What follows belongs to an exercise in optimizing a design on an open flow for small area; a production flow would make more cautious choices. In this exercise RTL edits were held to simulation tests only and were not proved equivalent to the original. Power figures rest on the tool's default switching activity, not on a simulated workload.

// poly_fir_stage1
module poly_fir_stage1 #(
    parameter int DECIMATION_FACTOR = 9,
    parameter int TAP_LEN          = 63,
    parameter int DATA_WIDTH       = 16,
    parameter int COEF_WIDTH       = 16,
    parameter int BUF_LEN          = 64
    )(
    input  logic                          clk,
    input  logic                          rst,
    input  logic                          din_valid,
    output logic                          dout_valid,
    input  logic signed [DATA_WIDTH-1:0]  din,
    output logic signed [DATA_WIDTH-1:0]  dout
    );
    localparam int LW = 20;           
    localparam int HW = 32 - LW;      
    wire accept = din_valid & ~rst;
    logic       qs;
    logic [2:0] qm;
    always_ff @(posedge clk) begin
        if (rst) begin
            qs <= 1'b0;
            qm <= 3'd4;
        end else if (accept) begin
            if (qs) begin
                if (qm == 3'd1) begin
                    qs <= 1'b0;
                    qm <= 3'd0;
                end else begin
                    qm <= qm - 3'd1;
                end
            end else begin
                if (qm == 3'd4) qs <= 1'b1;
                else qm <= qm + 3'd1;
            end
        end
    end
    logic       go;
    logic       busy;
    logic [1:0] r;
    logic [2:0] j;
    wire last = busy & (j == 3'd6) & (r == 2'd3);
  ...
For scale: roughly 710 cells after synthesis, about 260 flip-flops, ~36 I/O pins, ~8800 µm² of cells after synthesis.
==> flow/config.mk <==
export PLATFORM = sky130hd
export DESIGN_NAME = poly_fir_stage1
export DESIGN_NICKNAME = poly_fir_stage1
export VERILOG_FILES = /design/flow/design.v
export SDC_FILE = /design/flow/constraint.sdc
export NUM_CORES = 8
export LEC_CHECK = 0
export CAP_MARGIN = 20
export CORE_MARGIN = 2
export CORE_UTILIZATION = 65
export SLEW_MARGIN = 20
==> flow/constraint.sdc <==
create_clock -name core_clock -period 10.0 [get_ports {clk}]
set_input_delay 2.0000 -clock core_clock [delete_from_list [all_inputs] [get_ports {clk}]]
set_output_delay 2.0000 -clock core_clock [all_outputs]
set_load 0.01 [all_outputs]
standard.sh (not shown) runs the stock make flow with config.mk's settings and CLKGATE_MAP_FILE= SYNTH_SCRIPT=/design/flow/synth_recipe.tcl, a recipe that flattens the netlist after the stock synthesis.
==> flow/flow/run.sh <==
#!/bin/bash
# Own layout flow: the standard flow (standard.sh) with changes that only affect how the
# layout is built:
#  - synthesis: flow/synth.tcl (the standard flow's synthesis script with an area-oriented ABC mapping;
#    same registers, names and cell types),
#  - port buffers use the smallest buffer cell,
#  - clock tree synthesis builds one level of large clock buffers without dummy loads,
set -euo pipefail
here=$(pwd)
export OWN_ABC_SCRIPT="$here/flow/area.abc"
export BUFFER_PORTS_ARGS="-buffer_cell sky130_fd_sc_hd__buf_1"
export CTS_ARGS="-sink_clustering_enable -repair_clock_nets -sink_clustering_size 32 -sink_clustering_max_diameter 100 -buf_list sky130_fd_sc_hd__clkbuf_16 -dont_use_dummy_load -distance_between_buffers 1000 -branching_point_buffers_distance 1000"
sed "s#SYNTH_SCRIPT=[^ ]*#SYNTH_SCRIPT=$here/flow/synth.tcl#" standard.sh > own_standard.sh
bash own_standard.sh finish > make_flow.log 2>&1
==> flow/flow/area.abc <==
strash
 &get -n
 &fraig -x
 &put
 scorr
 dc2
 strash
 &get -n
 &dch -f
 &nf -a
 &put
==> flow/flow/synth.tcl <==
# The standard synthesis (synth_recipe.tcl) with two changes to the combinational mapping only:
# Yosys's synth runs without its internal quick ABC pass (so full adders are extracted from the
# RTL's own adder structure), and the final ABC mapping uses flow/area.abc. Register inference,
# flip-flop mapping, flattening and renaming are unchanged.
proc synth {args} { yosys synth -nofsm -noshare -noabc {*}$args }
proc abc {args} {
  set i [lsearch -exact $args -script]
  if {$i >= 0} { lset args [expr {$i+1}] $::env(OWN_ABC_SCRIPT) }
  yosys abc {*}$args
}
source $::env(SCRIPTS_DIR)/synth.tcl
# left out here: clear keep_hierarchy, flatten, clean up, hide names made inside functions, write 1_2_yosys.v
Rerun with:
--- a/flow/flow/run.sh
+++ b/flow/flow/run.sh
@@ -10,5 +10,5 @@
 export OWN_ABC_SCRIPT="$here/flow/area.abc"
 export BUFFER_PORTS_ARGS="-buffer_cell sky130_fd_sc_hd__buf_1"
-export CTS_ARGS="-sink_clustering_enable -repair_clock_nets -sink_clustering_size 32 -sink_clustering_max_diameter 100 -buf_list sky130_fd_sc_hd__clkbuf_16 -dont_use_dummy_load -distance_between_buffers 1000 -branching_point_buffers_distance 1000"
+export CTS_ARGS="-sink_clustering_enable -repair_clock_nets -sink_clustering_size 32 -sink_clustering_max_diameter 100 -buf_list sky130_fd_sc_hd__clkbuf_16 -dont_use_dummy_load -root_buf sky130_fd_sc_hd__clkbuf_8 -tree_buf sky130_fd_sc_hd__clkbuf_8"
 sed "s#SYNTH_SCRIPT=[^ ]*#SYNTH_SCRIPT=$here/flow/synth.tcl#" standard.sh > own_standard.sh
 bash own_standard.sh finish > make_flow.log 2>&1
==> flow/flow/area.abc (replaced) <==
strash
 &get -n
 &fraig -x
 &put
 scorr
 dc2
 strash
 &get -n
 &deepsyn -J 300
 &synch2
 &dch -f
 &nf -a -R 1000
 &put
=> The changed run finished clean; register-to-register slack gains 80 ps; power went up by about 3.5%; worst setup slack improves by 83 ps; combinational power grows by about 10%; design area fell by 1.5%; synthesized cell count drops by 0.85%; synthesized area shrinks by about 1.2%; critical path depth went down by 1.
Rerun with:
--- a/flow/flow/run.sh
+++ b/flow/flow/run.sh
@@ -10,5 +10,5 @@
 export OWN_ABC_SCRIPT="$here/flow/area.abc"
 export BUFFER_PORTS_ARGS="-buffer_cell sky130_fd_sc_hd__buf_1"
-export CTS_ARGS="-sink_clustering_enable -repair_clock_nets -sink_clustering_size 32 -sink_clustering_max_diameter 100 -buf_list sky130_fd_sc_hd__clkbuf_16 -dont_use_dummy_load -root_buf sky130_fd_sc_hd__clkbuf_8 -tree_buf sky130_fd_sc_hd__clkbuf_8"
+export CTS_ARGS="-sink_clustering_enable -repair_clock_nets -sink_clustering_size 36 -sink_clustering_max_diameter 120 -buf_list sky130_fd_sc_hd__clkbuf_16 -dont_use_dummy_load"
 sed "s#SYNTH_SCRIPT=[^ ]*#SYNTH_SCRIPT=$here/flow/synth.tcl#" standard.sh > own_standard.sh
 bash own_standard.sh finish > make_flow.log 2>&1
==> flow/flow/area.abc (replaced) <==
strash
 &get -n
 &fraig -x
 &put
 scorr
 dc2
 strash
 &get -n
 &dch -f
 &nf -a
 &put
The changed run finished clean. Sequential power is about the same. Worst setup slack loses 20 ps. Utilization climbs by 0.30 points. Final cell count rises slightly. Wire length came out higher by roughly a tenth. Clock-buffer cell count decreases by 1. Flip-flop and latch count is unchanged. Register-to-register slack loses 20 ps. Combinational power decreases by a little under a tenth. Via count goes up by a little under a tenth.
Rerun with:
--- a/flow/flow/run.sh
+++ b/flow/flow/run.sh
@@ -10,5 +10,5 @@
 export OWN_ABC_SCRIPT="$here/flow/area.abc"
 export BUFFER_PORTS_ARGS="-buffer_cell sky130_fd_sc_hd__buf_1"
-export CTS_ARGS="-sink_clustering_enable -repair_clock_nets -sink_clustering_size 36 -sink_clustering_max_diameter 120 -buf_list sky130_fd_sc_hd__clkbuf_16 -dont_use_dummy_load"
+export CTS_ARGS="-sink_clustering_enable -repair_clock_nets -sink_clustering_size 32 -sink_clustering_max_diameter 100 -buf_list sky130_fd_sc_hd__clkbuf_16 -dont_use_dummy_load -root_buf sky130_fd_sc_hd__clkbuf_8 -tree_buf sky130_fd_sc_hd__clkbuf_8"
 sed "s#SYNTH_SCRIPT=[^ ]*#SYNTH_SCRIPT=$here/flow/synth.tcl#" standard.sh > own_standard.sh
 bash own_standard.sh finish > make_flow.log 2>&1
==> flow/flow/area.abc (replaced) <==
strash
 &get -n
 &fraig -x
 &put
 scorr
 dc2
 strash
 &get -n
 &deepsyn -J 300
 &synch2
 &dch -f
 &nf -a -R 1000
 &put
 mfs3 -a
 strash
 &get -n
 &dch -f
 &nf -a -R 1000
 &put
Outcome: The changed run produced a clean layout. Setup slack is better by 11 ps. Combinational power hardly moves. Hold slack is better by 21 ps. Maximum frequency stays flat. Design area drops slightly. Wire length drops by a few percent.

========
## quartz
Another version of the RTL of poly_fir_stage1 (not shown whole).
Size in the first run: ~270 flip-flops, about 36 I/O pins.
Settings: LEC_CHECK=0, CAP_MARGIN=20, CORE_MARGIN=2, CORE_UTILIZATION=75, PLACE_DENSITY=0.85, SLEW_MARGIN=20; clock period 10.0 ns.
==> flow/flow/run.sh <==
#!/bin/bash
set -euo pipefail
export BUFFER_PORTS_ARGS="-buffer_cell sky130_fd_sc_hd__buf_1"
export CTS_ARGS="-sink_clustering_enable -repair_clock_nets -sink_clustering_size ${CTS_SIZE:-28} -sink_clustering_max_diameter ${CTS_DIAM:-100} -buf_list sky130_fd_sc_hd__clkbuf_16 -dont_use_dummy_load"
bash standard.sh finish > make_flow.log 2>&1
quartz | stages: all done | timing, DRC, antenna: all pass
## Diff of input files: willow against quartz
Settings: removing PLACE_DENSITY (formerly 0.85); changing CORE_UTILIZATION from 75 to 60; setting CTS_BUF_LIST to sky130_fd_sc_hd__clkbuf_4 for the first time.
==> flow/run.sh (new file) <==
#!/bin/bash
# synth_recipe.tcl (not shown) runs the flow's synth.tcl, then flattens the netlist and writes it again
# the make line also repeats each setting of config.mk as NAME=value (left out here)
make -C /OpenROAD-flow-scripts/flow DESIGN_CONFIG=/design/flow/config.mk WORK_HOME=/design/flow/orfs CLKGATE_MAP_FILE= SYNTH_SCRIPT=/design/flow/synth_recipe.tcl finish
removed: flow/flow/run.sh
removed: flow/standard.sh
### Flow results
- Against quartz, willow reports a smallest hold slack that is higher.
- The number of search-and-repair iterations in the first detailed-routing pass reported for willow is greater than that of quartz by 1.
- willow vs. quartz: design area went up by about 6.5%.
- Cell leakage power delta (willow − quartz): unfavourable
Changes in indigo relative to willow:
Settings: CORE_UTILIZATION: 60 -> 40; CTS_BUF_LIST: sky130_fd_sc_hd__clkbuf_4 -> unset.
Floorplan row count for indigo is higher than for willow. Summary — global-route usage, indigo relative to willow: lower, by 9.1 points. Sort willow and indigo by multi-input combinational area share desc -> top: willow. The run with more routed wire is willow, not indigo. Diff willow -> indigo: final worst slack grew by 0.17 ns, total power shows an increase of about 3%, count of clock-buffer cells in the layout has decreased.
Input changes introduced in zinc (baseline for comparison: indigo):
Settings: CORE_UTILIZATION changed from 40 to 60.
==> flow/flow/run.sh (new file) <==
#!/bin/bash
# Own layout flow: the standard flow (standard.sh) with changes that only affect how the
# layout is built:
#  - synthesis: flow/synth.tcl (the standard flow's synthesis script with an area-oriented ABC mapping;
#    same registers, names and cell types),
#  - port buffers use the smallest buffer cell,
#  - clock tree synthesis builds one level of large clock buffers without dummy loads,
set -euo pipefail
here=$(pwd)
export OWN_ABC_SCRIPT="$here/flow/area.abc"
export BUFFER_PORTS_ARGS="-buffer_cell sky130_fd_sc_hd__buf_1"
export CTS_ARGS="-sink_clustering_enable -repair_clock_nets -sink_clustering_size 24 -sink_clustering_max_diameter 60 -buf_list sky130_fd_sc_hd__clkbuf_16 -dont_use_dummy_load"
sed "s#SYNTH_SCRIPT=[^ ]*#SYNTH_SCRIPT=$here/flow/synth.tcl#" standard.sh > own_standard.sh
bash own_standard.sh finish > make_flow.log 2>&1
==> flow/flow/area.abc (new file) <==
strash
 &get -n
 &fraig -x
 &put
 scorr
 dc2
 strash
 &get -n
 &dch -f
 &nf -a
 &put
==> flow/flow/synth.tcl (new file) <==
# The standard synthesis (synth_recipe.tcl) with two changes to the combinational mapping only:
# Yosys's synth runs without its internal quick ABC pass (so full adders are extracted from the
# RTL's own adder structure), and the final ABC mapping uses flow/area.abc. Register inference,
# flip-flop mapping, flattening and renaming are unchanged.
proc synth {args} { yosys synth -nofsm -noshare -noabc {*}$args }
proc abc {args} {
  set i [lsearch -exact $args -script]
  if {$i >= 0} { lset args [expr {$i+1}] $::env(OWN_ABC_SCRIPT) }
  yosys abc {*}$args
}
source $::env(SCRIPTS_DIR)/synth.tcl
# left out here: clear keep_hierarchy, flatten, clean up, hide names made inside functions, write 1_2_yosys.v
==> flow/standard.sh (new file) <==
#!/bin/bash
# synth_recipe.tcl (not shown) runs the flow's synth.tcl, then flattens the netlist and writes it again
# the make line also repeats each setting of config.mk as NAME=value (left out here)
make -C /OpenROAD-flow-scripts/flow DESIGN_CONFIG=/design/flow/config.mk WORK_HOME=/design/flow/orfs CLKGATE_MAP_FILE= SYNTH_SCRIPT=/design/flow/synth_recipe.tcl "${@:-finish}"
removed: flow/run.sh
==> run summary <==
zinc went all the way through synthesis, placement and routing and the layout is clean on timing, DRC and antenna.
Delta (zinc minus indigo): final critical-path share of the clock period rose 0.31 points, via count fell 538, register bit count reported by yosys did not really move, hold slack now sits lower, sequential share of layout area increased by 7.2 points relative to the old numbers.
Compared to indigo, zinc has met2 wire length 5.1% higher.
Re mean area per synthesized cell: indigo was lower than zinc.
Comparing the two runs side by side, zinc comes out ahead of indigo on total length of routed wires.
Compared with indigo, zinc ends up with less cell area.

-- separate check: timing with driven ports --
The flow's constraints put no driver on any port. The routed layouts listed below were extracted and timed again, unchanged, in two steps.
Step 1 sets driving cells, clkbuf_16 on the clock port and buf_2 on the other inputs (assumed; they add their load-dependent delay and slew).
Step 2 also shifts input and output timing later by t, the mid clock arrival at the registers, as if the neighbouring blocks saw the same clock.
a / b / c = no drivers / after step 1 / after step 2; a / b = the first two.
| run | t, ns | slack for setup (ns) | hold slack, ns | worst setup path at the end | worst data-port slew with drivers (ns) |
|---|---|---|---|---|---|
| the first run of note 1 | 0.497 | 0.281 / 0.281 / 0.281 | 0.329 / 0.329 / 0.329 | register to register | 0.03 |
| the second run of note 1 | 0.528 | 0.364 / 0.364 / 0.364 | 0.299 / 0.299 / 0.299 | register to register | 0.03 |
| the third run of note 1 | 0.501 | 0.344 / 0.344 / 0.344 | 0.307 / 0.307 / 0.307 | register to register | 0.04 |
| the fourth run of note 1 | 0.528 | 0.354 / 0.354 / 0.354 | 0.328 / 0.328 / 0.328 | register to register | 0.04 |
| quartz | 0.494 | 0.246 / 0.246 / 0.246 | 0.292 / 0.292 / 0.292 | register to register | 0.05 |
| willow | 0.671 | 0.434 / 0.434 / 0.434 | 0.298 / 0.298 / 0.298 | register to register | 0.04 |
| indigo | 0.568 | 0.602 / 0.602 / 0.602 | 0.321 / 0.321 / 0.321 | register to register | 0.04 |
| zinc | 0.495 | 0.570 / 0.570 / 0.570 | 0.293 / 0.293 / 0.293 | register to register | 0.03 |
After both steps setup and hold are still met in every run listed.
